What follows belongs to an exercise in optimizing a design on an open flow for small area, a short achievable clock period and few clock cycles per item; a production flow would make more cautious choices.
Only simulation tests tie the RTL to the original design; equivalence was not proved.

### run.sh
#!/bin/bash
# synth_recipe.tcl (not shown) runs the flow's synth.tcl, then flattens the netlist and writes it again
# the make line also repeats each setting of config.mk as NAME=value (left out here)
make -C /OpenROAD-flow-scripts/flow DESIGN_CONFIG=/design/flow/config.mk WORK_HOME=/design/flow/orfs CLKGATE_MAP_FILE= SYNTH_SCRIPT=/design/flow/synth_recipe.tcl finish
### config.mk
export PLATFORM = sky130hd
export DESIGN_NAME = cordic_top
export DESIGN_NICKNAME = cordic_top
export VERILOG_FILES = /design/flow/design.v
export SDC_FILE = /design/flow/constraint.sdc
export NUM_CORES = 4
export LEC_CHECK = 0
export CAP_MARGIN = 20
export CORE_MARGIN = 2
export CORE_UTILIZATION = 40
export PLACE_DENSITY = 0.6
export SETUP_SLACK_MARGIN = 3.5
export SLEW_MARGIN = 20
### constraint.sdc
create_clock -name core_clock -period 6.0 [get_ports {clk}]
set_input_delay 1.2000 -clock core_clock [delete_from_list [all_inputs] [get_ports {clk}]]
set_output_delay 1.2000 -clock core_clock [all_outputs]
set_load 0.01 [all_outputs]
### design.v
module fifo (
	input  logic clk,
	input  logic rst,
	input  logic put,           
	input  logic take,          
	input  logic [ 16:0 ] din,
	output logic [ 16:0 ] dout,
	output logic full,
	output logic full_c         
);
	always_ff @( posedge clk ) begin
		if ( put )
			dout <= din;
	end
	assign full_c = put | ( full & ~take );
	always_ff @( posedge clk, posedge rst ) begin
		if ( rst )
			full <= 1'b0;
		else
			full <= full_c;
	end
endmodule
module cordic_xy #(
	parameter SH = 0
)
(
	input  logic sgn,
	input  logic nsgn,
	input  logic [ 15:0 ] x_in,
	input  logic [ 15:0 ] y_in,
	output logic [ 15:0 ] x_out,
	output logic [ 15:0 ] y_out
);
	logic signed [ 15:0 ] xi, yi, xt, yt;
	assign xi = x_in;
	assign yi = y_in;
	assign xt = xi >>> SH;
	assign yt = yi >>> SH;
	cordic_add #( .W( 16 ) ) u_x ( .a( x_in ), .b( yt ^ { 16{ nsgn } } ), .cin( nsgn ), .s( x_out ) );
	cordic_add #( .W( 16 ) ) u_y ( .a( y_in ), .b( xt ^ { 16{ sgn } } ), .cin( sgn ), .s( y_out ) );
endmodule
module cordic_add #(
	parameter W = 16
)
(
	input  logic [ W-1:0 ] a,
	input  logic [ W-1:0 ] b,
	input  logic cin,
	output logic [ W-1:0 ] s
);
	localparam L = $clog2( W );
	logic [ W-1:0 ] g0, p0;
	logic [ W-1:0 ] g [ 0:L ];
	logic [ W-1:0 ] p [ 0:L ];
	assign p0 = a ^ b;
	assign g0 = a & b;
	assign g[ 0 ] = { g0[ W-1:1 ], g0[ 0 ] | ( p0[ 0 ] & cin ) };
	assign p[ 0 ] = p0;
	genvar l, i;
	for ( l = 0; l < L; l = l + 1 ) begin : g_lvl
		for ( i = 0; i < W; i = i + 1 ) begin : g_bit
			if ( i & ( 1 << l ) ) begin : g_op
				localparam int J = ( ( i >> l ) << l ) - 1;
				assign g[ l + 1 ][ i ] = g[ l ][ i ] | ( p[ l ][ i ] & g[ l ][ J ] );
				assign p[ l + 1 ][ i ] = p[ l ][ i ] & p[ l ][ J ];
			end
			else begin : g_pass
				assign g[ l + 1 ][ i ] = g[ l ][ i ];
				assign p[ l + 1 ][ i ] = p[ l ][ i ];
			end
		end
	end
	if ( W > 1 ) begin : g_sum
		assign s = p0 ^ { g[ L ][ W-2:0 ], cin };
	end
	else begin : g_sum1
		assign s = p0 ^ cin;
	end
endmodule
module cordic (
	input  logic clk,
	input  logic adv,
	input  logic in_f,
	input  logic [ 15:0 ] in_z,
	output logic [ 31:0 ] res
);
	logic [0:0] p1_f;
	logic [15:0] p1_z;
	logic c1_s0;
	logic [14:0] c1_z1;
	logic [0:0] p2_f;
	logic [0:0] p2_s0;
	logic [14:0] p2_z;
	logic c2_s1;
	logic [13:0] c2_z2;
	logic [0:0] p3_f;
	logic [0:0] p3_s0;
	logic [0:0] p3_s1;
	logic [13:0] p3_z;
	logic c3_s2;
	logic [12:0] c3_z3;
	logic [0:0] p4_f;
	logic [0:0] p4_s0;
	logic [0:0] p4_s1;
	logic [0:0] p4_s2;
	logic [12:0] p4_z;
	logic c4_s3;
	logic [11:0] c4_z4;
	logic [0:0] p5_f;
	logic [0:0] p5_s0;
	logic [0:0] p5_s1;
	logic [0:0] p5_s2;
	logic [0:0] p5_s3;
	logic [11:0] p5_z;
	logic c5_s4;
	logic [10:0] c5_z5;
	logic [0:0] p6_f;
	logic [0:0] p6_s0;
	logic [0:0] p6_s1;
	logic [0:0] p6_s2;
	logic [0:0] p6_s3;
	logic [0:0] p6_s4;
	logic [10:0] p6_z;
	logic c6_s5;
	logic [9:0] c6_z6;
	logic [6:0] c6_rom_a;
	logic [31:0] c6_rom_d;
	logic [9:0] p7_z;
	logic [15:0] p7_x;
	logic [15:0] p7_y;
	logic [0:0] p7_n;
	logic c7_s6;
	logic [8:0] c7_z7;
	logic [15:0] c7_x7, c7_y7;
	logic [8:0] p8_z;
	logic [15:0] p8_x;
	logic [15:0] p8_y;
	logic [0:0] p8_n;
	logic c8_s7;
	logic [8:0] c8_z8;
	logic [15:0] c8_x8, c8_y8;
	logic [8:0] p9_z;
	logic [15:0] p9_x;
	logic [15:0] p9_y;
	logic [0:0] p9_n;
	logic c9_s8;
	logic [7:0] c9_z9;
	logic [15:0] c9_x9, c9_y9;
	logic [7:0] p10_z;
	logic [15:0] p10_x;
	logic [15:0] p10_y;
	logic [0:0] p10_n;
	logic c10_s9;
	logic [6:0] c10_z10;
	logic [15:0] c10_x10, c10_y10;
	logic [6:0] p11_z;
	logic [15:0] p11_x;
	logic [15:0] p11_y;
	logic [0:0] p11_n;
	logic c11_s10;
	logic [5:0] c11_z11;
	logic [15:0] c11_x11, c11_y11;
	logic [5:0] p12_z;
	logic [15:0] p12_x;
	logic [15:0] p12_y;
	logic [0:0] p12_n;
	logic c12_s11;
	logic [4:0] c12_z12;
	logic [15:0] c12_x12, c12_y12;
	logic [4:0] p13_z;
	logic [15:0] p13_x;
	logic [15:0] p13_y;
	logic [0:0] p13_n;
	logic c13_s12;
	logic [4:0] c13_z13;
	logic [15:0] c13_x13, c13_y13;
	logic [4:0] p14_z;
	logic [15:0] p14_x;
	logic [15:0] p14_y;
	logic [0:0] p14_n;
	logic c14_s13;
	logic [4:0] c14_z14;
	logic c14_s14;
	logic [15:0] c14_x14, c14_y14;
	logic [0:0] p15_s14;
	logic [15:0] p15_x;
	logic [15:0] p15_y;
	logic [0:0] p15_n;
	logic [15:0] c15_x15, c15_y15;
	logic [0:0] p16_s14;
	logic [15:0] p16_x;
	logic [15:0] p16_y;
	logic [0:0] p16_n;
	logic [15:0] c16_x16, c16_y16;
	always_ff @( posedge clk ) if ( adv ) begin p1_f <= in_f; p1_z <= in_z; end
	assign c1_s0 = p1_z[15];
	cordic_add #( .W( 15 ) ) u_c1_z1 ( .a( p1_z[14:0] ), .b( 15'd12867 ^ { 15{ ~c1_s0 } } ), .cin( ~c1_s0 ), .s( c1_z1 ) );
	always_ff @( posedge clk ) if ( adv ) begin p2_f <= p1_f; p2_s0 <= c1_s0; p2_z <= c1_z1[14:0]; end
	assign c2_s1 = p2_z[14];
	cordic_add #( .W( 14 ) ) u_c2_z2 ( .a( p2_z[13:0] ), .b( 14'd7596 ^ { 14{ ~c2_s1 } } ), .cin( ~c2_s1 ), .s( c2_z2 ) );
	always_ff @( posedge clk ) if ( adv ) begin p3_f <= p2_f; p3_s0 <= p2_s0; p3_s1 <= c2_s1; p3_z <= c2_z2[13:0]; end
	assign c3_s2 = p3_z[13];
	cordic_add #( .W( 13 ) ) u_c3_z3 ( .a( p3_z[12:0] ), .b( 13'd4013 ^ { 13{ ~c3_s2 } } ), .cin( ~c3_s2 ), .s( c3_z3 ) );
	always_ff @( posedge clk ) if ( adv ) begin p4_f <= p3_f; p4_s0 <= p3_s0; p4_s1 <= p3_s1; p4_s2 <= c3_s2; p4_z <= c3_z3[12:0]; end
	assign c4_s3 = p4_z[12];
	cordic_add #( .W( 12 ) ) u_c4_z4 ( .a( p4_z[11:0] ), .b( 12'd2037 ^ { 12{ ~c4_s3 } } ), .cin( ~c4_s3 ), .s( c4_z4 ) );
	always_ff @( posedge clk ) if ( adv ) begin p5_f <= p4_f; p5_s0 <= p4_s0; p5_s1 <= p4_s1; p5_s2 <= p4_s2; p5_s3 <= c4_s3; p5_z <= c4_z4[11:0]; end
	assign c5_s4 = p5_z[11];
	cordic_add #( .W( 11 ) ) u_c5_z5 ( .a( p5_z[10:0] ), .b( 11'd1022 ^ { 11{ ~c5_s4 } } ), .cin( ~c5_s4 ), .s( c5_z5 ) );
	always_ff @( posedge clk ) if ( adv ) begin p6_f <= p5_f; p6_s0 <= p5_s0; p6_s1 <= p5_s1; p6_s2 <= p5_s2; p6_s3 <= p5_s3; p6_s4 <= c5_s4; p6_z <= c5_z5[10:0]; end
	assign c6_s5 = p6_z[10];
	cordic_add #( .W( 10 ) ) u_c6_z6 ( .a( p6_z[9:0] ), .b( 10'd511 ^ { 10{ ~c6_s5 } } ), .cin( ~c6_s5 ), .s( c6_z6 ) );
	assign c6_rom_a = { c6_s5, p6_s4, p6_s3, p6_s2, p6_s1, p6_s0, p6_f };
	localparam logic [ 4095:0 ] C6_ROM_TAB = {
		32'h09013f5c, 32'hf6fcc0a9, 32'hc0a40904, 32'h3f57f701,
		32'hd2b82d38, 32'h2d45d2c9, 32'hd2c8d2bb, 32'h2d372d48,
		32'hea223c25, 32'h15dcc3de, 32'hc3dbea25, 32'h3c2215dd,
		32'hc2c61297, 32'h3d39ed6a, 32'hed69c2c6, 32'h12963d3a,
		32'hf9213fa0, 32'h06dcc063, 32'hc061f924, 32'h3f9d06df,
		32'hc8fc20ae, 32'h3703df52, 32'hdf51c8fd, 32'h20ad3704,
		32'hdbff34e7, 32'h23fecb1a, 32'hcb19dc02, 32'h34e623ff,
		32'hc01502f3, 32'h3fecfd0e, 32'hfd0dc014, 32'h02f43feb,
		32'h010c3ffc, 32'hfef3c007, 32'hc004010d, 32'h3ff9fef6,
		32'hcd72273a, 32'h328dd8c5, 32'hd8c6cd73, 32'h2739328e,
		32'he2d038f3, 32'h1d2ec70e, 32'hc70de2d1, 32'h38f21d2f,
		32'hc0ef0ad2, 32'h3f12f52d, 32'hf52ec0ef, 32'h0ad33f11,
		32'hf1443e45, 32'h0ebbc1bc, 32'hc1baf145, 32'h3e440ebc,
		32'hc5581994, 32'h3aa9e66c, 32'he66dc557, 32'h19933aa8,
		32'hd5b33003, 32'h2a4ccffc, 32'hcffdd5b4, 32'h30042a4d,
		32'hc037faf6, 32'h3fcc0509, 32'h050ac034, 32'hfaf93fc9,
		32'h05093fcc, 32'hfaf6c037, 32'hc034050a, 32'h3fc9faf9,
		32'hcffc2a4c, 32'h3003d5b3, 32'hd5b4cffd, 32'h2a4d3004,
		32'he66c3aa9, 32'h1994c558, 32'hc557e66d, 32'h3aa81993,
		32'hc1bc0ebb, 32'h3e45f144, 32'hf145c1ba, 32'h0ebc3e44,
		32'hf52d3f12, 32'h0ad2c0ef, 32'hc0eff52e, 32'h3f110ad3,
		32'hc70e1d2e, 32'h38f3e2d0, 32'he2d1c70d, 32'h1d2f38f2,
		32'hd8c5328d, 32'h273acd72, 32'hcd73d8c6, 32'h328e2739,
		32'hc007fef3, 32'h3ffc010c, 32'h010dc004, 32'hfef63ff9,
		32'hfd0e3fec, 32'h02f3c015, 32'hc014fd0d, 32'h3feb02f4,
		32'hcb1a23fe, 32'h34e7dbff, 32'hdc02cb19, 32'h23ff34e6,
		32'hdf523703, 32'h20aec8fc, 32'hc8fddf51, 32'h370420ad,
		32'hc06306dc, 32'h3fa0f921, 32'hf924c061, 32'h06df3f9d,
		32'hed6a3d39, 32'h1297c2c6, 32'hc2c6ed69, 32'h3d3a1296,
		32'hc3de15dc, 32'h3c25ea22, 32'hea25c3db, 32'h15dd3c22,
		32'hd2c92d45, 32'h2d38d2b8, 32'hd2bbd2c8, 32'h2d482d37,
		32'hc0a9f6fc, 32'h3f5c0901, 32'h0904c0a4, 32'hf7013f57
	};
	assign c6_rom_d = C6_ROM_TAB[ c6_rom_a * 32 +: 32 ];
	always_ff @( posedge clk ) if ( adv ) begin p7_z <= c6_z6[9:0]; p7_x <= c6_rom_d[31:16]; p7_y <= c6_rom_d[15:0]; p7_n <= ~c6_z6[9]; end
	assign c7_s6 = p7_z[9];
	cordic_add #( .W( 9 ) ) u_c7_z7 ( .a( p7_z[8:0] ), .b( 9'd255 ^ { 9{ ~c7_s6 } } ), .cin( ~c7_s6 ), .s( c7_z7 ) );
	cordic_xy #( .SH( 6 ) ) u_c7_xy6 ( .sgn( c7_s6 ), .nsgn( p7_n ), .x_in( p7_x ), .y_in( p7_y ), .x_out( c7_x7 ), .y_out( c7_y7 ) );
	always_ff @( posedge clk ) if ( adv ) begin p8_z <= c7_z7[8:0]; p8_x <= c7_x7; p8_y <= c7_y7; p8_n <= ~c7_z7[8]; end
	assign c8_s7 = p8_z[8];
	cordic_add #( .W( 9 ) ) u_c8_z8 ( .a( p8_z[8:0] ), .b( 9'd127 ^ { 9{ ~c8_s7 } } ), .cin( ~c8_s7 ), .s( c8_z8 ) );
	cordic_xy #( .SH( 7 ) ) u_c8_xy7 ( .sgn( c8_s7 ), .nsgn( p8_n ), .x_in( p8_x ), .y_in( p8_y ), .x_out( c8_x8 ), .y_out( c8_y8 ) );
	always_ff @( posedge clk ) if ( adv ) begin p9_z <= c8_z8[8:0]; p9_x <= c8_x8; p9_y <= c8_y8; p9_n <= ~c8_z8[8]; end
	assign c9_s8 = p9_z[8];
	cordic_add #( .W( 8 ) ) u_c9_z9 ( .a( p9_z[7:0] ), .b( 8'd63 ^ { 8{ ~c9_s8 } } ), .cin( ~c9_s8 ), .s( c9_z9 ) );
	cordic_xy #( .SH( 8 ) ) u_c9_xy8 ( .sgn( c9_s8 ), .nsgn( p9_n ), .x_in( p9_x ), .y_in( p9_y ), .x_out( c9_x9 ), .y_out( c9_y9 ) );
	always_ff @( posedge clk ) if ( adv ) begin p10_z <= c9_z9[7:0]; p10_x <= c9_x9; p10_y <= c9_y9; p10_n <= ~c9_z9[7]; end
	assign c10_s9 = p10_z[7];
	cordic_add #( .W( 7 ) ) u_c10_z10 ( .a( p10_z[6:0] ), .b( 7'd31 ^ { 7{ ~c10_s9 } } ), .cin( ~c10_s9 ), .s( c10_z10 ) );
	cordic_xy #( .SH( 9 ) ) u_c10_xy9 ( .sgn( c10_s9 ), .nsgn( p10_n ), .x_in( p10_x ), .y_in( p10_y ), .x_out( c10_x10 ), .y_out( c10_y10 ) );
	always_ff @( posedge clk ) if ( adv ) begin p11_z <= c10_z10[6:0]; p11_x <= c10_x10; p11_y <= c10_y10; p11_n <= ~c10_z10[6]; end
	assign c11_s10 = p11_z[6];
	cordic_add #( .W( 6 ) ) u_c11_z11 ( .a( p11_z[5:0] ), .b( 6'd15 ^ { 6{ ~c11_s10 } } ), .cin( ~c11_s10 ), .s( c11_z11 ) );
	cordic_xy #( .SH( 10 ) ) u_c11_xy10 ( .sgn( c11_s10 ), .nsgn( p11_n ), .x_in( p11_x ), .y_in( p11_y ), .x_out( c11_x11 ), .y_out( c11_y11 ) );
	always_ff @( posedge clk ) if ( adv ) begin p12_z <= c11_z11[5:0]; p12_x <= c11_x11; p12_y <= c11_y11; p12_n <= ~c11_z11[5]; end
	assign c12_s11 = p12_z[5];
	cordic_add #( .W( 5 ) ) u_c12_z12 ( .a( p12_z[4:0] ), .b( 5'd7 ^ { 5{ ~c12_s11 } } ), .cin( ~c12_s11 ), .s( c12_z12 ) );
	cordic_xy #( .SH( 11 ) ) u_c12_xy11 ( .sgn( c12_s11 ), .nsgn( p12_n ), .x_in( p12_x ), .y_in( p12_y ), .x_out( c12_x12 ), .y_out( c12_y12 ) );
	always_ff @( posedge clk ) if ( adv ) begin p13_z <= c12_z12[4:0]; p13_x <= c12_x12; p13_y <= c12_y12; p13_n <= ~c12_z12[4]; end
	assign c13_s12 = p13_z[4];
	cordic_add #( .W( 5 ) ) u_c13_z13 ( .a( p13_z[4:0] ), .b( 5'd3 ^ { 5{ ~c13_s12 } } ), .cin( ~c13_s12 ), .s( c13_z13 ) );
	cordic_xy #( .SH( 12 ) ) u_c13_xy12 ( .sgn( c13_s12 ), .nsgn( p13_n ), .x_in( p13_x ), .y_in( p13_y ), .x_out( c13_x13 ), .y_out( c13_y13 ) );
	always_ff @( posedge clk ) if ( adv ) begin p14_z <= c13_z13[4:0]; p14_x <= c13_x13; p14_y <= c13_y13; p14_n <= ~c13_z13[4]; end
	assign c14_s13 = p14_z[4];
	cordic_add #( .W( 5 ) ) u_c14_z14 ( .a( p14_z[4:0] ), .b( 5'd1 ^ { 5{ ~c14_s13 } } ), .cin( ~c14_s13 ), .s( c14_z14 ) );
	assign c14_s14 = c14_z14[4];
	cordic_xy #( .SH( 13 ) ) u_c14_xy13 ( .sgn( c14_s13 ), .nsgn( p14_n ), .x_in( p14_x ), .y_in( p14_y ), .x_out( c14_x14 ), .y_out( c14_y14 ) );
	always_ff @( posedge clk ) if ( adv ) begin p15_s14 <= c14_s14; p15_x <= c14_x14; p15_y <= c14_y14; p15_n <= ~c14_s14; end
	cordic_xy #( .SH( 14 ) ) u_c15_xy14 ( .sgn( p15_s14 ), .nsgn( p15_n ), .x_in( p15_x ), .y_in( p15_y ), .x_out( c15_x15 ), .y_out( c15_y15 ) );
	always_ff @( posedge clk ) if ( adv ) begin p16_s14 <= p15_s14; p16_x <= c15_x15; p16_y <= c15_y15; p16_n <= ~p15_s14; end
	cordic_xy #( .SH( 15 ) ) u_c16_xy15 ( .sgn( p16_s14 ), .nsgn( p16_n ), .x_in( p16_x ), .y_in( p16_y ), .x_out( c16_x16 ), .y_out( c16_y16 ) );
	assign res = { c16_x16, c16_y16 };
endmodule
module cordic_top (
	input logic clk,
	input logic rst,
	input logic signed [ 31:0 ] in_din,
	input logic in_we,
	input logic out_re,
	output logic in_full,
	output logic signed [ 1:0 ] [ 15:0 ] out_dout,
	output logic out_empty
);
	localparam logic signed [ 31:0 ]
		PI       = 32'sd51472,
		TWO_PI   = 32'sd102944,
		HALF_PI  = 32'sd25736,
		THREE_HALF_PI = 32'sd77208;
	localparam logic [ 15:0 ] PI_LO = 16'd51472, TWO_PI_LO = 16'd37408;  
	localparam logic [ 31:0 ] RES_ZERO = { 16'sd16383, 16'sd2 };
	logic accept, adv, stuck;
	logic signed [ 31:0 ] r, src;
	logic [ 16:0 ] e_dout;
	logic e_full, e_full_c;
	logic busy, busy_c, far_in, far_q, big_q, cy, step_lo_en;
	logic [ 1:0 ] ph;
	logic [ 20:0 ] lo_sum;
	logic [ 19:0 ] k_lo;
	localparam logic [ 19:0 ]
		K2  = 20'd102944,      
		K8  = 20'd411776,      
		K2N = 20'd945632,      
		K8N = 20'd636800;      
	assign far_in = ( in_din > TWO_PI ) || ( in_din < -TWO_PI );
	assign k_lo = r[ 31 ] ? ( big_q ? K8 : K2 ) : ( big_q ? K8N : K2N );
	cordic_add #( .W( 21 ) ) u_step ( .a( { 1'b0, r[ 19:0 ] } ), .b( { 1'b0, k_lo } ), .cin( 1'b0 ), .s( lo_sum ) );
	assign step_lo_en = busy & ( ph == 2'd0 ) & far_q;
	always_ff @( posedge clk ) begin
		if ( accept )
			r[ 19:0 ] <= in_din[ 19:0 ];
		else if ( step_lo_en )
			r[ 19:0 ] <= lo_sum[ 19:0 ];
	end
	always_ff @( posedge clk ) begin
		if ( accept )
			r[ 31:20 ] <= in_din[ 31:20 ];
		else if ( busy && ph == 2'd1 )
			r[ 31:20 ] <= r[ 31 ] ? r[ 31:20 ] + { 11'd0, cy } : r[ 31:20 ] - { 11'd0, ~cy };
	end
	always_ff @( posedge clk ) begin
		cy <= lo_sum[ 20 ];
		if ( accept ) begin
			far_q <= far_in;
			big_q <= ( in_din >= 32'sd1048576 ) || ( in_din < -32'sd1048576 );
		end
		else if ( ph == 2'd2 ) begin
			far_q <= ( r > TWO_PI ) || ( r < -TWO_PI );
			big_q <= ( r >= 32'sd1048576 ) || ( r < -32'sd1048576 );
		end
	end
	always_ff @( posedge clk, posedge rst ) begin
		if ( rst )
			ph <= 2'd0;
		else if ( accept )
			ph <= 2'd0;
		else if ( step_lo_en || ph != 2'd0 )
			ph <= ( ph == 2'd2 ) ? 2'd0 : ph + 2'd1;
	end
	assign busy_c = accept ? far_in : ( busy & ( ph != 2'd0 || far_q ) );
	logic signed [ 17:0 ] rs;
	logic sub2, sub1, add2, add1;
	logic [ 15:0 ] z_k, z_red;
	logic f_red;
	assign src = accept ? in_din : r;
	assign rs = src[ 17:0 ];
	always_ff @( posedge clk ) begin
		sub2 <= rs >= THREE_HALF_PI;
		sub1 <= ( rs > HALF_PI ) && ( rs < THREE_HALF_PI );
		add2 <= rs <= -THREE_HALF_PI;
		add1 <= ( rs < -HALF_PI ) && ( rs > -THREE_HALF_PI );
	end
	assign z_k = ( { 16{ sub2 } } & ( -TWO_PI_LO ) ) | ( { 16{ sub1 } } & ( -PI_LO ) ) |
		( { 16{ add2 } } & TWO_PI_LO ) | ( { 16{ add1 } } & PI_LO );
	cordic_add #( .W( 16 ) ) u_red ( .a( e_full ? e_dout[ 15:0 ] : r[ 15:0 ] ), .b( e_full ? 16'd0 : z_k ),
		.cin( 1'b0 ), .s( z_red ) );
	assign f_red = e_full ? e_dout[ 16 ] : ( sub1 | add1 );
	logic p_f;
	logic [ 15:0 ] p_z;
	logic [ 31:0 ] res;
	assign adv = ( accept | e_full ) & ~stuck;
	fifo
	hold_inst (
		.clk( clk ),
		.rst( rst ),
		.put( accept & stuck ),
		.take( adv ),
		.din( { f_red, z_red } ),
		.dout( e_dout ),
		.full( e_full ),
		.full_c( e_full_c )
	);
	assign { p_f, p_z } = { f_red, z_red };
	cordic
	cordic_inst (
		.clk( clk ),
		.adv( adv ),
		.in_f( p_f ),
		.in_z( p_z ),
		.res( res )
	);
	logic [ 4:0 ] cnt;       
	logic word_zero, word_res0;
	always_ff @( posedge clk, posedge rst ) begin
		if ( rst )
			cnt <= 5'd0;
		else if ( adv && cnt != 5'd17 )
			cnt <= cnt + 5'd1;
	end
	assign word_zero = cnt < 5'd16;
	assign word_res0 = cnt == 5'd16;
	always_ff @( posedge clk ) begin
		if ( adv ) begin
			if ( word_zero )
				out_dout <= 32'h0;
			else if ( word_res0 )
				out_dout <= RES_ZERO;
			else
				out_dout <= res;
		end
	end
	logic out_valid, in_open;
	assign stuck = out_valid & ~out_re;
	assign accept = in_we & in_open;
	always_ff @( posedge clk, posedge rst ) begin
		if ( rst ) begin
			out_empty <= 1'b1;
			out_valid <= 1'b0;
			busy <= 1'b0;
			in_full <= 1'b0;
			in_open <= 1'b1;
		end
		else begin
			if ( adv ) begin
				out_empty <= 1'b0;
				out_valid <= 1'b1;
			end
			else if ( out_re ) begin
				out_empty <= 1'b1;
				out_valid <= 1'b0;
			end
			busy <= busy_c;
			in_full <= busy_c | busy | e_full_c;
			in_open <= ~( busy_c | busy | e_full_c );
		end
	end
endmodule
==> reports/results.txt, run 1 <==
Required @ worst endpoint: 6.36 ns
Area Overhead vs Synth: 34.4%
first-pass GRT wire length: 163000 um
status: no timing/DRC/antenna violations
Synth Area per Inst: 11.4 um2
Via density: 5.50
Ys Warns: 42
Worst Setup End Kind: register
Starting Density: 40.3%
Final setup viols: 0
cells after synthesis: 3546
Antenna Nets Post-Route: 0
DRT Pass-1 Iters: 7
Synth top area share: 42.8%
remaining global-route overflow: 0
Critical Path Max Stage Delay: 0.42 ns
# port buffers: 69
Worst Skew: 0.0240 ns
core box area: 100000 um2
CTS Buf Count: 70
CTS tree: yes
Critical Path Fanout Max: 4
initial antenna violation count: 0
clock latency (worst-skew pair): 0.64 ns
CP Cell Sequence: buf_12, mux2_4, ha_4, fa_2, a21o_1, a21o_1, a2111oi_4, buf_4, nor2_2, a21oi_2, buf_4, xnor2_2
Core Util, Final: 54.1%
clk slew on worst S/H paths: 0.06 ns
RSZ-0062 raised after global routing: true
cell taking the most area after synthesis: edfxtp_1
post-route design area: 54100 um2
Slew Limit Fails: 0
cts hold-fix bufs: 0
share of flip-flops with an asynchronous set or reset: 2.20%
critical path class: register to register
maximum clock path buffer count: 3
die area: 103000 um2
Core Rows: 116
Hold Path Class: register to register
via count: 29700
Post-synth top cells: 574 x edfxtp_1, 414 x ha_1, 278 x xor2_1
die height: 321 um
count leader, synth: edfxtp_1
Worst EP arrival: 3.31 ns
worst slew pin tran: 0.742 ns
final net count: 4633
Worst path top cell family by delay: compound AO/OA/AOI/OAI gates
FF+latch count, synth: 592
Max-Cap Viols: 0
placed cell area: 43200 um2
layout cells sized above 1: 32.7%
placed instance count: 4851
final hold vios: 0
GRT Overall Usage: 19.9%
Area contributors post-synth: edfxtp_1 43%, ha_1 13%, fa_1 6.3%, xor2_1 6.0%, xnor2_1 3.9%
DR WL/cell: 19.7 um
routed wire length: 107000 um
Netlist Area Pre-Place: 40300 um2
Iter 0 DRT Violations: 1930
H-Tree Level Count: 3
crit path time final: 2.95 ns
residual DRC count: 0
Slowest cell on crit path: dfrtp_2
Peak Freq: 339 MHz
vias in the first global route: 29600
Non-Filler Instances: 5410
Tcrit/Tclk final: 49.1%
number of library cell types mapped by synthesis: 88
Startpoint Class: register
CP bufs+invs: 3
Ant. Diodes: 0
synthesized net count: 4123
sequential area share after synthesis: 43.9%
clk root buf: clkbuf_16
slew margin rel.: 50.4%
DPL Wire Length: 69200 um
I/O Pins: 70
Clock Sink Count: 592
number of synthesized flops with an enable pin: 574
Main synth FF type: edfxtp_1
final weighted congestion in routability-driven placement: 0.949
die width: 321 um
# fillers: 8233
pin count of the biggest net entering global routing: 101
## cell families (layout without fill, tap and decap cells)
logic type,Yosys count,count (layout),share of synthesized area [%]
DFF,592,592,43.9
AOI/OAI and AO/OA,844,844,13.4
buffers and inverters,314,877,3.04
muxes,53,53,1.65
adders and majority gates,541,541,19.2
xor gates and xnor gates,457,457,9.94
and+or+nand+nor,745,748,8.90
## layout by cell type, fill, tap and decap left out, drive strengths merged, types with 17 or more instances in the layout
cell type / count
clkinv: 27
a21boi: 18
clkdlybuf4s15: 18
o31ai: 18
mux2i: 28
xor2: 278
nor3: 60
and3: 20
a31oi: 49
a21oi: 228
clkbuf: 97
o31a: 20
edfxtp: 574
or4: 18
nor2: 210
xnor2: 179
nand2: 204
o21bai: 24
o21a: 58
nor4: 18
a21o: 65
and2: 17
nand2b: 67
o211ai: 30
inv: 203
nand3: 45
fa: 127
ha: 414
clkdlybuf4s50: 20
buf: 476
o21ai: 198
a211oi: 32
nor2b: 40
## state kept, by name, summed over array words and instances (netlist names), 16 cells and up
register / cells
out_dout: 32
r: 32
hold_inst.dout: 17
cordic_inst.p10_x: 16
cordic_inst.p10_y: 16
cordic_inst.p11_x: 16
cordic_inst.p11_y: 16
cordic_inst.p12_x: 16
cordic_inst.p12_y: 16
cordic_inst.p13_x: 16
cordic_inst.p13_y: 16
cordic_inst.p14_x: 16
cordic_inst.p14_y: 16
cordic_inst.p15_x: 16
cordic_inst.p15_y: 16
cordic_inst.p16_x: 16
cordic_inst.p16_y: 16
cordic_inst.p1_z: 16
cordic_inst.p8_x: 16
cordic_inst.p8_y: 16
cordic_inst.p9_x: 16
cordic_inst.p9_y: 16
## cell type report
| class | instances | area [um2] | share of cell area (%) |
|---|---|---|---|
| tap | 1298 | 1620 | 3.00 |
| clock buffer | 87 | 1880 | 3.47 |
| multi-input combinational | 2643 | 26300 | 48.6 |
| timing repair buffer | 542 | 5350 | 9.88 |
| timing repair inverter | 2 | 16.3 | 0.0300 |
| inverter | 205 | 842 | 1.56 |
| clock inverter | 41 | 454 | 0.839 |
| sequential | 592 | 17700 | 32.6 |
## path summary, 6_finish.rpt
path | end | slack [ns] | depth (start not counted) | from
max reg2reg | cordic_inst.p1_z[12] | 3.05 | 12 | hold_inst.full
max in group asynchronous | hold_inst.full | 4.56 | 2 | rst
min in group asynchronous | cnt[2] | 0.97 | 2 | rst
min | cordic_inst.p3_z[1] | 0.41 | 0 | cordic_inst.p2_z[1]
min reg2reg | cordic_inst.p3_z[1] | 0.41 | 0 | cordic_inst.p2_z[1]
max | cordic_inst.p1_z[12] | 3.05 | 12 | hold_inst.full
## stage by stage
stage / setup TNS (ns) / worst slack [ns] / hold slack, ns
2_1_floorplan: -2057.60 / -4.40 / 0.400
3_3_place_gp: 0 / 1.54 / 0.401
3_5_place_dp: 0 / 1.50 / 0.405
4_1_cts: 0 / 3.03 / 0.417
5_1_grt: 0 / 2.95 / 0.425
6_report: 0 / 3.05 / 0.415
## per-layer routing
| layer | global-route usage, % | share of wire (%) |
|---|---|---|
| met5 | 0 | 0 |
| met4 | 8.15 | 4.1 |
| met3 | 3.36 | 5.3 |
| met2 | 33.6 | 49 |
| met1 | 25.4 | 41 |
## repair_timing
| item | in CTS | in global routing |
|---|---|---|
| pin swaps | 272 | 311 |
| buffers inserted | 297 | 122 |
| gates cloned | 8 | 4 |
| resized for setup | 714 | 504 |
| setup endpoints to repair | 957 | 733 |
Testbench counts, summed over its fixed seeds: cycles 8,192, items 8,192.
==> inputs of run 2 (changes only) <==
--- a/config.mk
+++ b/config.mk
@@ -10,4 +10,4 @@
 export CORE_UTILIZATION = 40
 export PLACE_DENSITY = 0.6
-export SETUP_SLACK_MARGIN = 3.5
+export SETUP_SLACK_MARGIN = 2.7
 export SLEW_MARGIN = 20
==> reports/results.txt, run 2 <==
DRT Pass-1 Iters: 7 (unchanged)
GRT met3 Usage: 2.68% (was 3.36%)
setup tns final: 0 ns (unchanged)
final weighted congestion in routability-driven placement: 0.995 (was 0.949)
Startpoint Class: register (unchanged)
most common cell after layout, fill and taps aside: edfxtp_1 (unchanged)
DPL Wire Length: 66300 um (was 69200 um)
number of synthesized flops with an enable pin: 574 (unchanged)
CTS Buf Count: 72 (was 70)
vias in the first global route: 26900 (was 29600)
GRT Overall Usage: 17.4% (was 19.9%)
clk root buf: clkbuf_16 (unchanged)
Slew Limit Fails: 0 (unchanged)
die area: 103000 um2 (unchanged)
share of flip-flops with an asynchronous set or reset: 2.20% (unchanged)
Post-synth top cells: 574 x edfxtp_1, 414 x ha_1, 278 x xor2_1 (unchanged)
Hold Path Class: register to register (unchanged)
I/O Pins: 70 (unchanged)
grt met1 use: 21.9% (was 25.4%)
Area Overhead vs Synth: 13.2% (was 34.4%)
maximum clock path buffer count: 3 (unchanged)
Most Used Layer, Global Route: met2 (unchanged)
post-route design area: 45600 um2 (was 54100 um2)
first-pass GRT wire length: 144000 um (was 163000 um)
M2 GR Usage: 29.7% (was 33.6%)
placed instance count: 4849 (was 4851)
Synth top area share: 42.8% (unchanged)
Iter 0 DRT Violations: 1932 (was 1930)
cells after synthesis: 3546 (unchanged)
Peak Freq: 305 MHz (was 339 MHz)
clock latency (worst-skew pair): 0.64 ns (about the same)
crit path time final: 3.27 ns (was 2.95 ns)
count leader, synth: edfxtp_1 (unchanged)
Core Rows: 116 (unchanged)
Worst EP arrival: 3.67 ns (was 3.31 ns)
worst slew pin tran: 0.977 ns (was 0.742 ns)
die height: 321 um (unchanged)
pin count of the biggest net entering global routing: 86 (was 101)
worst slack at placement: 1.84 ns (was 1.50 ns)
remaining global-route overflow: 0 (unchanged)
CTS tree: yes (unchanged)
layout cells sized above 1: 7.70% (was 32.7%)
Starting Density: 40.3% (unchanged)
H-Tree Level Count: 3 (unchanged)
Final setup viols: 0 (unchanged)
Critical Path Fanout Max: 25 (was 4)
placed cell area: 42700 um2 (was 43200 um2)
sequential area share after synthesis: 43.9% (unchanged)
via count: 26900 (was 29700)
status: no timing/DRC/antenna violations (unchanged)
cell taking the most area after synthesis: edfxtp_1 (unchanged)
Synth Area per Inst: 11.4 um2 (unchanged)
core box area: 100000 um2 (unchanged)
final hold slack: 0.417 ns (was 0.415 ns)
Clock Sink Count: 592 (unchanged)
Netlist Area Pre-Place: 40300 um2 (unchanged)
slew margin rel.: 34.6% (was 50.4%)
routed wire length: 89600 um (was 107000 um)
Tcrit/Tclk final: 54.6% (was 49.1%)
Ys Warns: 42 (unchanged)
critical path class: register to register (unchanged)
Main synth FF type: edfxtp_1 (unchanged)
Worst Setup End Kind: register (unchanged)
worst setup margin: 2.73 ns (was 3.05 ns)
FF+latch count, synth: 592 (unchanged)
residual DRC count: 0 (unchanged)
most frequent cells in the layout: 574 x edfxtp_1, 411 x ha_1, 265 x xor2_1, 224 x a21oi_1, 204 x nor2_1 (was 574 x edfxtp_1, 315 x ha_1, 287 x buf_4, 223 x xor2_1, 174 x inv_1)
die width: 321 um (unchanged)
Non-Filler Instances: 5024 (was 5410)
clk slew on worst S/H paths: 0.06 ns (about the same)
# port buffers: 69 (unchanged)
number of library cell types mapped by synthesis: 88 (unchanged)
Worst Skew: 0.0519 ns (was 0.0240 ns)
synthesized net count: 4123 (unchanged)
Antenna Nets Post-Route: 0 (unchanged)
DR WL/cell: 17.8 um (was 19.7 um)
Max-Cap Viols: 0 (unchanged)
RSZ-0062 raised after global routing: true (unchanged)
Top Registers: out_dout (32), r (32), hold_inst.dout (17) (unchanged)
Via density: 5.36 (was 5.50)
Required @ worst endpoint: 6.39 ns (was 6.36 ns)
Area contributors post-synth: edfxtp_1 43%, ha_1 13%, fa_1 6.3%, xor2_1 6.0%, xnor2_1 3.9% (unchanged)
final hold vios: 0 (unchanged)
final net count: 4246 (was 4633)
initial antenna violation count: 1 (was 0)
==> run 2: cell counts after synthesis <==
No cell type changed its count.
==> run 2: kinds of logic after synthesis <==
group / share of synthesized area, %
AOI/OAI and AO/OA: 13.4
xor gates and xnor gates: 9.94
adders and majority gates: 19.2
buffers and inverters: 3.04
DFF: 43.9
muxes: 1.65
and+or+nand+nor: 8.90
==> run 2: cell type report <==
| type | instances | area (um2) |
|---|---|---|
| Timing Repair Buffer | 158 | 1520 |
| Clock buffer | 89 | 1870 |
| Antenna cell | 1 | 2.50 |
| Inverter | 205 | 776 |
| Clock inverter | 41 | 480 |
| Fill cell | 9137 | 54400 |
| Sequential cell | 592 | 17700 |
| Multi-Input combinational cell | 2640 | 21600 |
| Tap cell | 1298 | 1620 |
==> run 2: repair_timing <==
item | CTS | global route
setup endpoints to repair | 499 | 231
setup buffers | 21 | 23
cloned | 0 | 0
pin swaps | 1 | 4
hold buffers | 0 | 0
resized for setup | 19 | 25
==> run 2: path summary, 6_finish.rpt <==
path | startpoint | end | slack (ns) | depth (start not counted)
max | cordic_inst.p6_f | cordic_inst.p7_x[7] | 2.73 | 9
min | cordic_inst.p2_s0 | cordic_inst.p3_s0 | 0.42 | 0
max reg2reg | cordic_inst.p6_f | cordic_inst.p7_x[7] | 2.73 | 9
min reg2reg | cordic_inst.p2_s0 | cordic_inst.p3_s0 | 0.42 | 0
max in group asynchronous | rst | hold_inst.full | 4.54 | 2
min in group asynchronous | rst | out_valid | 0.97 | 2
==> run 2: per-layer routing <==
metal  share of wire [%]  routed length, um
met5                   0                  0
met4                 4.1               3640
met3                 5.1               4610
met2                  48              43200
met1                  43              38100
==> run 2: critical path: stages, from the launching register on <==
cell and delay, ns:
edfxtp_1 0.32, buf_4 0.30, inv_1 0.25, ha_4 0.45, and2_2 0.33, nor2_1 0.07
nor2_1 0.38, nor2_1 0.13, mux4_2 0.47, o21ai_0 0.34
==> run 2: through the flow <==
stage | utilization [%]
after floorplan | -
after CTS | 45.3
after global placement | 42.7
after detailed placement | 42.7
final | 45.6
after global routing | 45.6
==> inputs of run 3 (changes only) <==
--- a/config.mk
+++ b/config.mk
@@ -10,4 +10,4 @@
 export CORE_UTILIZATION = 40
 export PLACE_DENSITY = 0.6
-export SETUP_SLACK_MARGIN = 2.7
+export SETUP_SLACK_MARGIN = 3.2
 export SLEW_MARGIN = 20
==> reports/results.txt, run 3 <==
Hold Path Class: register to register (unchanged)
most used cell, CP: buf_6 (was nor2_1)
# fillers: 8822 (was 9137)
Worst R2R Path Depth: 12 (was 9)
most common cell after layout, fill and taps aside: edfxtp_1 (unchanged)
share of flip-flops with an asynchronous set or reset: 2.20% (unchanged)
clock latency (worst-skew pair): 0.63 ns (was 0.64 ns)
Crit. path cell count: 12 (was 9)
Starting Density: 40.3% (unchanged)
final weighted congestion in routability-driven placement: 0.973 (was 0.995)
Required @ worst endpoint: 6.36 ns (was 6.39 ns)
Ys Warns: 42 (unchanged)
Slowest cell on crit path: edfxtp_1 (was mux4_2)
via count: 27700 (was 26900)
count leader, synth: edfxtp_1 (unchanged)
Ant. Diodes: 0 (was 1)
Iter 0 DRT Violations: 1941 (was 1932)
synthesized net count: 4123 (unchanged)
Core Util, Final: 48.6% (was 45.6%)
CP Cell Sequence: xor2_4, buf_6, ha_4, nor2b_4, o31a_1, buf_4, buf_6, o41ai_4, a31oi_4, a31o_2, xnor2_1, nor2_1 (was buf_4, inv_1, ha_4, and2_2, nor2_1, nor2_1, nor2_1, mux4_2, o21ai_0)
Final setup viols: 0 (unchanged)
Most Used Layer, Global Route: met2 (unchanged)
post-route design area: 48600 um2 (was 45600 um2)
Slew Limit Fails: 0 (unchanged)
CTS Buf Count: 72 (unchanged)
vias in the first global route: 27700 (was 26900)
most frequent cells in the layout: 574 x edfxtp_1, 378 x ha_1, 243 x xor2_1, 198 x a21oi_1, 196 x nand2_1 (was 574 x edfxtp_1, 411 x ha_1, 265 x xor2_1, 224 x a21oi_1, 204 x nor2_1)
number of library cell types mapped by synthesis: 88 (unchanged)
I/O Pins: 70 (unchanged)
FF+latch count, synth: 592 (unchanged)
Worst EP arrival: 3.27 ns (was 3.67 ns)
Critical Path Max Stage Delay: 0.50 ns (was 0.47 ns)
remaining global-route overflow: 0 (unchanged)
CTS tree: yes (unchanged)
CP endpoint: out_dout[30] (was cordic_inst.p7_x[7])
M2 GR Usage: 31.1% (was 29.7%)
H-Tree Level Count: 3 (unchanged)
layout cells sized above 1: 17.1% (was 7.70%)
Netlist Area Pre-Place: 40300 um2 (unchanged)
initial antenna violation count: 1 (unchanged)
cells after synthesis: 3546 (unchanged)
Max-Cap Viols: 0 (unchanged)
crit path time final: 2.91 ns (was 3.27 ns)
Tcrit/Tclk final: 48.5% (was 54.6%)
Synth top area share: 42.8% (unchanged)
placed cell area: 43000 um2 (was 42700 um2)
core box area: 100000 um2 (unchanged)
RSZ-0062 raised after global routing: true (unchanged)
final net count: 4378 (was 4246)
status: no timing/DRC/antenna violations (unchanged)
critical path class: register to register (unchanged)
clk root buf: clkbuf_16 (unchanged)
die width: 321 um (unchanged)
Area Overhead vs Synth: 20.7% (was 13.2%)
Startpoint Class: register (unchanged)
routed wire length: 92600 um (was 89600 um)
Clock Sink Count: 592 (unchanged)
slew margin rel.: 45.4% (was 34.6%)
# port buffers: 69 (unchanged)
GRT met3 Usage: 2.56% (was 2.68%)
worst slew pin tran: 0.813 ns (was 0.977 ns)
cts hold-fix bufs: 0 (unchanged)
cell taking the most area after synthesis: edfxtp_1 (unchanged)
R2R Path Start: cordic_inst.p16_n (was cordic_inst.p6_f)
die area: 103000 um2 (unchanged)
Antenna Nets Post-Route: 0 (unchanged)
Worst Skew: 0.0275 ns (was 0.0519 ns)
CP bufs+invs: 3 (was 2)
worst setup margin: 3.09 ns (was 2.73 ns)
pin count of the biggest net entering global routing: 115 (was 86)
Core Rows: 116 (unchanged)
Critical Path Fanout Max: 4 (was 25)
maximum clock path buffer count: 3 (unchanged)
Area contributors post-synth: edfxtp_1 43%, ha_1 13%, fa_1 6.3%, xor2_1 6.0%, xnor2_1 3.9% (unchanged)
Worst path top cell family by delay: compound AO/OA/AOI/OAI gates (was simple AND/OR/NAND/NOR gates)
Post-synth top cells: 574 x edfxtp_1, 414 x ha_1, 278 x xor2_1 (unchanged)
Top Registers: out_dout (32), r (32), hold_inst.dout (17) (unchanged)
worst r2r dst: out_dout[30] (was cordic_inst.p7_x[7])
number of synthesized flops with an enable pin: 574 (unchanged)
residual DRC count: 0 (unchanged)
DRT Pass-1 Iters: 6 (was 7)
die height: 321 um (unchanged)
Peak Freq: 344 MHz (was 305 MHz)
DR WL/cell: 18.0 um (was 17.8 um)
sequential area share after synthesis: 43.9% (unchanged)
worst slack at placement: 1.78 ns (was 1.84 ns)
flop2flop setup slack: 3.09 ns (was 2.73 ns)
WHS Path Cells: 0 (unchanged)
DPL Wire Length: 65600 um (was 66300 um)
Via density: 5.37 (was 5.36)
Critical Path Start: cordic_inst.p16_n (was cordic_inst.p6_f)
first-pass GRT wire length: 146000 um (was 144000 um)
clk slew on worst S/H paths: 0.06 ns (about the same)
GRT Overall Usage: 17.7% (was 17.4%)
final hold vios: 0 (unchanged)
min-delay src: cordic_inst.p2_z[0] (was cordic_inst.p2_s0)
grt met1 use: 21.6% (was 21.9%)
Worst Setup End Kind: register (unchanged)
Synth Area per Inst: 11.4 um2 (unchanged)
Main synth FF type: edfxtp_1 (unchanged)
run 3: cell counts after synthesis:
Identical to the previous run, type by type.
run 3: worst min-delay path by stage:
| stage | slack (ns) | end |
|---|---|---|
| after floorplan | 0.40 | cordic_inst.p2_f |
| after global placement | 0.40 | cordic_inst.p3_f |
| after detailed placement | 0.41 | cordic_inst.p3_z[1] |
| after global routing | 0.42 | cordic_inst.p3_z[0] |
| after CTS | 0.42 | cordic_inst.p3_z[1] |
| final | 0.42 | cordic_inst.p3_z[0] |
run 3: final cells by class:
type / count / area, um2 / share of cell area, %
multi-input combinational: 2641 / 23300 / 47.9
sequential: 592 / 17700 / 36.3
timing repair buffer: 289 / 2770 / 5.69
clock buffer: 85 / 1910 / 3.94
tap: 1298 / 1620 / 3.34
inverter: 205 / 806 / 1.66
clock inverter: 46 / 533 / 1.10
run 3: stage by stage:
step	TNS [ns]	std cells	hold slack [ns]
after global placement	0	4845	0.403
after detailed placement	0	4845	0.406
after global routing	0	5156	0.423
after floorplan	-2057.60	3546	0.400
final	0	5156	0.418
after CTS	0	5087	0.419
run 3: what timing repair did:
item	CTS	global route
setup buffers	110	67
setup endpoints to repair	761	131
resized for setup	154	188
pin swaps	65	122
gates cloned	1	2
run 3: worst reg2reg max path, stage by stage (launching register included):
cell      delay (ns)
edfxtp_1        0.50
xor2_4          0.28
buf_6           0.14
ha_4            0.18
nor2b_4         0.12
o31a_1          0.27
buf_4           0.14
buf_6           0.11
o41ai_4         0.29
a31oi_4         0.18
a31o_2          0.24
xnor2_1         0.14
nor2_1          0.05
run 3: cell families (layout without fill, tap and decap cells):
group	Yosys count	count (layout)	share of synthesized area [%]
fa+ha+maj	541	541	19.2
compound gates	844	844	13.4
mux	53	53	1.65
buf+inv	314	625	3.04
flops	592	592	43.9
simple gates	745	746	8.90
xor+xnor	457	457	9.94
run 3: metal layers:
layer  wire length, um  share of wire [%]
met1             37800                 41
met2             46500                 50
met3              4620                5.0
met4              3660                4.0
met5                11              0.012
==> inputs of run 4 (changes only) <==
--- a/config.mk
+++ b/config.mk
@@ -6,8 +6,9 @@
 export NUM_CORES = 4
 export LEC_CHECK = 0
+export ABC_AREA = 1
 export CAP_MARGIN = 20
 export CORE_MARGIN = 2
 export CORE_UTILIZATION = 40
 export PLACE_DENSITY = 0.6
-export SETUP_SLACK_MARGIN = 3.2
+export SETUP_SLACK_MARGIN = 3.0
 export SLEW_MARGIN = 20
==> reports/results.txt, run 4 <==
placed instance count: 5916 (was 4845)
remaining global-route overflow: 0 (unchanged)
WHS Path Cells: 0 (unchanged)
Startpoint Class: register (unchanged)
Non-Filler Instances: 6128 (was 5156)
Synth Area in Simple Gates: 18.6% (was 8.90%)
Via density: 5.02 (was 5.37)
maximum clock path buffer count: 3 (unchanged)
CTS Buf Count: 72 (unchanged)
Worst Skew: 0.0371 ns (was 0.0275 ns)
share of flip-flops with an asynchronous set or reset: 2.20% (unchanged)
most common cell after layout, fill and taps aside: nand2_1 (was edfxtp_1)
mux cell area share after synthesis: 0.431% (was 1.65%)
die area: 107000 um2 (was 103000 um2)
cells after synthesis: 4515 (was 3546)
Core Rows: 118 (was 116)
xor-xnor portion of the synthesized cell area: 6.67% (was 9.94%)
final weighted congestion in routability-driven placement: 0.956 (was 0.973)
DRT Pass-1 Iters: 6 (unchanged)
vias in the first global route: 29800 (was 27700)
final net count: 5268 (was 4378)
min-delay src: cordic_inst.p5_s3 (was cordic_inst.p2_z[0])
pin count of the biggest net entering global routing: 113 (was 115)
Worst Setup End Kind: register (unchanged)
slew margin rel.: 31.7% (was 45.4%)
Hold Path Class: register to register (unchanged)
Tcrit/Tclk final: 49.6% (was 48.5%)
Iter 0 DRT Violations: 1980 (was 1941)
Max-Cap Viols: 0 (unchanged)
largest family of logic cells by synthesized area: simple AND/OR/NAND/NOR gates (was adder cells)
Peak Freq: 336 MHz (was 344 MHz)
first-pass GRT wire length: 149000 um (was 146000 um)
synthesized net count: 5092 (was 4123)
number of synthesized flops with an enable pin: 574 (unchanged)
Synth top area share: 41.3% (was 42.8%)
clk root buf: clkbuf_16 (unchanged)
Top Registers: out_dout (32), r (32), hold_inst.dout (17) (unchanged)
R2R Path Start: cordic_inst.p6_s1 (was cordic_inst.p16_n)
RSZ-0062 raised after global routing: true (unchanged)
# port buffers: 69 (unchanged)
Ys Warns: 42 (unchanged)
GRT Overall Usage: 17.0% (was 17.7%)
cts hold-fix bufs: 0 (unchanged)
die width: 327 um (was 321 um)
compound-cell area share of the yosys netlist: 7.51% (was 13.4%)
placed cell area: 44100 um2 (was 43000 um2)
DPL Wire Length: 67300 um (was 65600 um)
number of library cell types mapped by synthesis: 57 (was 88)
Critical Path Fanout Max: 29 (was 4)
crit path time final: 2.97 ns (was 2.91 ns)
residual DRC count: 0 (unchanged)
worst slew pin tran: 1.02 ns (was 0.813 ns)
Ant. Diodes: 0 (unchanged)
Area contributors post-synth: edfxtp_1 41%, ha_1 12%, nand2_1 9.7%, fa_1 6.1%, xor2_1 5.2% (was edfxtp_1 43%, ha_1 13%, fa_1 6.3%, xor2_1 6.0%, xnor2_1 3.9%)
Main synth FF type: edfxtp_1 (unchanged)
Final setup viols: 0 (unchanged)
worst r2r dst: cordic_inst.p7_x[11] (was out_dout[30])
cell taking the most area after synthesis: edfxtp_1 (unchanged)
via count: 30800 (was 27700)
Synth Area in Adders: 18.5% (was 19.2%)
status: no timing/DRC/antenna violations (unchanged)
Synth Area per Inst: 9.25 um2 (was 11.4 um2)
core box area: 103000 um2 (was 100000 um2)
Worst R2R Path Depth: 10 (was 12)
H-Tree Level Count: 3 (unchanged)
most frequent cells in the layout: 1065 x nand2_1, 574 x edfxtp_1, 550 x inv_1, 410 x ha_1, 362 x nand3_1 (was 574 x edfxtp_1, 378 x ha_1, 243 x xor2_1, 198 x a21oi_1, 196 x nand2_1)
layout cells sized above 1: 6.84% (was 17.1%)
final hold vios: 0 (unchanged)
CTS tree: yes (unchanged)
Slew Limit Fails: 0 (unchanged)
Post-synth top cells: 1079 x nand2_1, 574 x edfxtp_1, 560 x inv_1 (was 574 x edfxtp_1, 414 x ha_1, 278 x xor2_1)
clk slew on worst S/H paths: 0.06 ns (about the same)
post-route design area: 47400 um2 (was 48600 um2)
setup tns final: 0 ns (unchanged)
FF+latch count, synth: 592 (unchanged)
Starting Density: 40.3% (about the same)
DR WL/cell: 14.8 um (was 18.0 um)
Clock Sink Count: 592 (unchanged)
initial antenna violation count: 0 (was 1)
Netlist Area Pre-Place: 41800 um2 (was 40300 um2)
routed wire length: 91000 um (was 92600 um)
I/O Pins: 70 (unchanged)
WHS Endpoint: cordic_inst.p6_s3 (was cordic_inst.p3_z[0])
flop2flop setup slack: 3.03 ns (was 3.09 ns)
Worst EP arrival: 3.28 ns (was 3.27 ns)
Required @ worst endpoint: 6.31 ns (was 6.36 ns)
sequential area share after synthesis: 42.3% (was 43.9%)
die height: 327 um (was 321 um)
Area Overhead vs Synth: 13.5% (was 20.7%)
critical path class: register to register (unchanged)
Antenna Nets Post-Route: 0 (unchanged)
final hold slack: 0.405 ns (was 0.418 ns)
count leader, synth: nand2_1 (was edfxtp_1)
clock latency (worst-skew pair): 0.64 ns (was 0.63 ns)
## run 4: layout make-up
| cell class | instances | area, um2 |
|---|---|---|
| inverters | 575 | 2190 |
| well taps | 1380 | 1730 |
| clock inverters | 40 | 312 |
| fillers | 9735 | 56100 |
| clock buffers | 91 | 1930 |
| repair buffers | 172 | 1690 |
| multi-input cells | 3278 | 21900 |
| flip-flops and latches | 592 | 17700 |
## run 4: worst max-delay path, cell delays in order, from the launching register on
cell and delay (ns):
edfxtp_1 0.32, buf_4 0.34, inv_2 0.22, ha_1 0.60, nor2_1 0.19, nor2_2 0.30, inv_1 0.11, o21ai_0 0.17
a21oi_1 0.06, a21oi_1 0.13, o2111ai_1 0.18
## run 4: cell families (layout without fill, tap and decap cells)
group | after synthesis | after routing
AOI/OAI and AO/OA | 552 | 552
xor gates and xnor gates | 318 | 318
adders and majority gates | 541 | 541
buffers and inverters | 645 | 878
DFF | 592 | 592
muxes | 18 | 18
and+or+nand+nor | 1849 | 1849
## run 4: how the worst max path moves through the flow
stage	slack, ns	startpoint	depth (start not counted)	endpoint
2_1_floorplan	-3.79	in_we	5	cordic_inst.p10_n
3_3_place_gp	1.36	in_we	7	cordic_inst.p7_y[11]
3_5_place_dp	1.33	in_we	7	cordic_inst.p7_x[13]
4_1_cts	3.00	cordic_inst.p14_y[15]	10	cordic_inst.p15_x[9]
5_1_grt	2.96	cordic_inst.p6_s1	10	cordic_inst.p7_x[11]
6_report	3.03	cordic_inst.p6_s1	10	cordic_inst.p7_x[11]
## run 4: what timing repair did
| action | in CTS | in global routing |
|---|---|---|
| hold endpoints to repair | 0 | 0 |
| setup endpoints to repair | 631 | 279 |
| gates cloned | 2 | 1 |
| pin swaps | 1 | 6 |
| setup buffers | 44 | 34 |
| resized for setup | 28 | 38 |
## run 4: metal layers
metal	GRT usage (%)	wire, um
met2	31.1	46300
met4	5.88	3190
met1	20.1	37100
met5	0	0
met3	2.85	4390
## run 4: through the flow
step,utilization [%],setup WS [ns]
final,45.8,3.03
after global routing,45.8,2.96
after CTS,45.4,3.00
after detailed placement,42.6,1.33
after global placement,42.6,1.36
after floorplan,-,-3.79
==> inputs of run 5 (changes only) <==
--- a/config.mk
+++ b/config.mk
@@ -6,8 +6,9 @@
 export NUM_CORES = 4
 export LEC_CHECK = 0
-export ABC_AREA = 1
 export CAP_MARGIN = 20
 export CORE_MARGIN = 2
 export CORE_UTILIZATION = 40
+export CTS_CLUSTER_DIAMETER = 60
+export CTS_CLUSTER_SIZE = 20
 export PLACE_DENSITY = 0.6
 export SETUP_SLACK_MARGIN = 3.0
==> reports/results.txt, run 5 <==
status: no timing/DRC/antenna violations (unchanged)
# port buffers: 69 (unchanged)
worst setup margin: 2.97 ns (was 3.03 ns)
first-pass GRT wire length: 147000 um (was 149000 um)
core box area: 100000 um2 (was 103000 um2)
routed wire length: 92100 um (was 91000 um)
count leader, synth: edfxtp_1 (was nand2_1)
Area Overhead vs Synth: 16.4% (was 13.5%)
number of library cell types mapped by synthesis: 88 (was 57)
final hold slack: 0.413 ns (was 0.405 ns)
share of flip-flops with an asynchronous set or reset: 2.20% (unchanged)
Main synth FF type: edfxtp_1 (unchanged)
sequential area share after synthesis: 43.9% (was 42.3%)
via count: 27500 (was 30800)
I/O Pins: 70 (unchanged)
DPL Wire Length: 66300 um (was 67300 um)
die width: 321 um (was 327 um)
Startpoint Class: register (unchanged)
Tcrit/Tclk final: 50.5% (was 49.6%)
H-Tree Level Count: 3 (unchanged)
Worst EP arrival: 3.40 ns (was 3.28 ns)
Worst Skew: 0.0393 ns (was 0.0371 ns)
most used cell, CP: ha_4 (was a21oi_1)
GRT Overall Usage: 17.8% (was 17.0%)
Core Rows: 116 (was 118)
Via density: 5.42 (was 5.02)
Synth Area per Inst: 11.4 um2 (was 9.25 um2)
Hold Path Class: register to register (unchanged)
synthesized net count: 4123 (was 5092)
final weighted congestion in routability-driven placement: 0.920 (was 0.956)
CTS tree: yes (unchanged)
Starting Density: 40.3% (about the same)
Final setup viols: 0 (unchanged)
Critical Path Max Stage Delay: 0.58 ns (was 0.60 ns)
die height: 321 um (was 327 um)
Clock Sink Count: 592 (unchanged)
placed cell area: 42700 um2 (was 44100 um2)
FF+latch count, synth: 592 (unchanged)
initial antenna violation count: 2 (was 0)
clk slew on worst S/H paths: 0.07 ns (was 0.06 ns)
Peak Freq: 330 MHz (was 336 MHz)
crit path time final: 3.03 ns (was 2.97 ns)
Area contributors post-synth: edfxtp_1 43%, ha_1 13%, fa_1 6.3%, xor2_1 6.0%, xnor2_1 3.9% (was edfxtp_1 41%, ha_1 12%, nand2_1 9.7%, fa_1 6.1%, xor2_1 5.2%)
Post-synth top cells: 574 x edfxtp_1, 414 x ha_1, 278 x xor2_1 (was 1079 x nand2_1, 574 x edfxtp_1, 560 x inv_1)
Slowest cell on crit path: fa_2 (was ha_1)
Top Registers: out_dout (32), r (32), hold_inst.dout (17) (unchanged)
Synth top area share: 42.8% (was 41.3%)
die area: 103000 um2 (was 107000 um2)
clock latency (worst-skew pair): 0.64 ns (about the same)
final hold vios: 0 (unchanged)
cells after synthesis: 3546 (was 4515)
Required @ worst endpoint: 6.37 ns (was 6.31 ns)
vias in the first global route: 27600 (was 29800)
placed instance count: 4845 (was 5916)
RSZ-0062 raised after global routing: true (unchanged)
Slew Limit Fails: 0 (unchanged)
most common cell after layout, fill and taps aside: edfxtp_1 (was nand2_1)
# fillers: 8941 (was 9735)
final net count: 4305 (was 5268)
CTS Buf Count: 66 (was 72)
worst slack at placement: 1.71 ns (was 1.33 ns)
Worst Setup End Kind: register (unchanged)
worst slew pin tran: 0.905 ns (was 1.02 ns)
slew margin rel.: 39.5% (was 31.7%)
Ys Warns: 42 (unchanged)
clk root buf: clkbuf_16 (unchanged)
Critical Path Fanout Max: 4 (was 29)
Max-Cap Viols: 0 (unchanged)
DRT Pass-1 Iters: 6 (unchanged)
Netlist Area Pre-Place: 40300 um2 (was 41800 um2)
critical path class: register to register (unchanged)
cell taking the most area after synthesis: edfxtp_1 (unchanged)
remaining global-route overflow: 0 (unchanged)
CP Cell Sequence: clkinvlp_4, buf_4, buf_6, ha_4, inv_6, ha_4, o211ai_1, nand2_1, a41oi_2, nor2b_2, o21a_1, nor2_2, fa_2, a21oi_2 (was buf_4, inv_2, ha_1, nor2_1, nor2_2, inv_1, o21ai_0, a21oi_1, a21oi_1, o2111ai_1)
Antenna Nets Post-Route: 0 (unchanged)
number of synthesized flops with an enable pin: 574 (unchanged)
DR WL/cell: 18.1 um (was 14.8 um)
layout cells sized above 1: 12.1% (was 6.84%)
maximum clock path buffer count: 3 (unchanged)
cts hold-fix bufs: 0 (unchanged)
residual DRC count: 0 (unchanged)
pin count of the biggest net entering global routing: 84 (was 113)
Iter 0 DRT Violations: 1918 (was 1980)
most frequent cells in the layout: 574 x edfxtp_1, 402 x ha_1, 256 x xor2_1, 220 x a21oi_1, 201 x nand2_1 (was 1065 x nand2_1, 574 x edfxtp_1, 550 x inv_1, 410 x ha_1, 362 x nand3_1)
Non-Filler Instances: 5079 (was 6128)
post-route design area: 46900 um2 (was 47400 um2)
run 5: cell count changes in the layout (fill, tap and decap cells not counted), sizes merged, moves of 72 or more:
cell   previous run  this run
nand3           368        45
o21ai           126       198
nand2          1102       202
xnor2            70       179
inv             570       222
run 5: cell families after synthesis:
logic type      count (synthesis)  share of synthesized area [%]
simple gates                  745                           8.90
fa+ha+maj                     541                           19.2
buf+inv                       314                           3.04
compound gates                844                           13.4
mux                            53                           1.65
xor+xnor                      457                           9.94
flops                         592                           43.9
run 5: area by class of cell:
type                            instances  area, um2  share of cell area, %
Sequential cell                       592      17700                   37.7
Tap cell                             1298       1620                   3.46
Timing Repair Buffer                  223       2200                   4.70
Clock buffer                           68       1660                   3.54
Antenna cell                            1       2.50                0.00534
Inverter                              205        796                   1.70
Multi-Input combinational cell       2640      22200                   47.4
Clock inverter                         52        688                   1.47
run 5: stage by stage:
step / TNS [ns] / utilization, %
2_1_floorplan: -2060.69 / -
4_1_cts: 0 / 46.0
6_report: 0 / 46.9
3_3_place_gp: 0 / 42.7
5_1_grt: 0 / 46.9
3_5_place_dp: 0 / 42.7
run 5: repair_timing:
action / 4_1_cts / 5_1_grt
pin swaps: 8 / 44
resized for setup: 51 / 110
setup endpoints to repair: 693 / 78
setup buffers: 68 / 42
gates cloned: 1 / 2
run 5: worst paths after layout:
| kind | from | to | slack, ns | cells after the start |
|---|---|---|---|---|
| min in group asynchronous | rst | out_valid | 0.96 | 2 |
| setup / recovery | r[31] | r[16] | 2.97 | 14 |
| max in group asynchronous | rst | hold_inst.full | 4.58 | 2 |
| setup reg to reg | r[31] | r[16] | 2.97 | 14 |
| hold / removal | cordic_inst.p2_f | cordic_inst.p3_f | 0.41 | 0 |
| hold reg to reg | cordic_inst.p2_f | cordic_inst.p3_f | 0.41 | 0 |
run 5: worst max-delay path: cells and delay by family (launching register included):
kind	cells	cell delay, ns
simple gates	3	0.35
compound gates	4	0.46
flops	1	0.40
buf+inv	4	0.40
fa+ha+maj	3	1.15
run 5: per-layer routing:
metal / track usage [%] / part of all wire [%]
met1: 22.2 / 42
met2: 31.3 / 50
met3: 2.41 / 4.4
met4: 6.76 / 3.6
met5: 0 / 0.013

==> what the ideal ports hide <==
How much do the figures lean on ideal ports? The routed layouts below were timed once more, with nothing changed but the port constraints. Step 1, drivers: a clkbuf_16 drives clk and a buf_2 each remaining input, both assumed. Step 2, shift: input delay + t, output delay - t, t = (earliest + latest rising clock arrival at the registers) / 2. This alone moves slack from input paths to output paths. Three values: no drivers, after step 1, after step 2; two values: the first two.
run	t, ns	slack for setup (ns)	worst setup path at the end	slew at the worst register clock pin (ns)	worst slew at a driven data input, ns
run 1	0.692	3.054 / 3.054 / 2.923	input to register	0.07 / 0.07	0.06
run 2	0.681	2.726 / 2.726 / 2.561	input to register	0.06 / 0.06	0.05
run 3	0.689	3.092 / 3.092 / 2.713	input to register	0.06 / 0.06	0.06
run 4	0.688	3.026 / 3.021 / 2.442	input to register	0.06 / 0.06	0.04
run 5	0.692	2.971 / 2.971 / 2.508	input to register	0.08 / 0.08	0.08
After both steps every run listed still meets setup and hold. For run 4, which loses most, drivers alone change the setup slack by -0.005 ns; drivers and shift together by -0.584 ns.
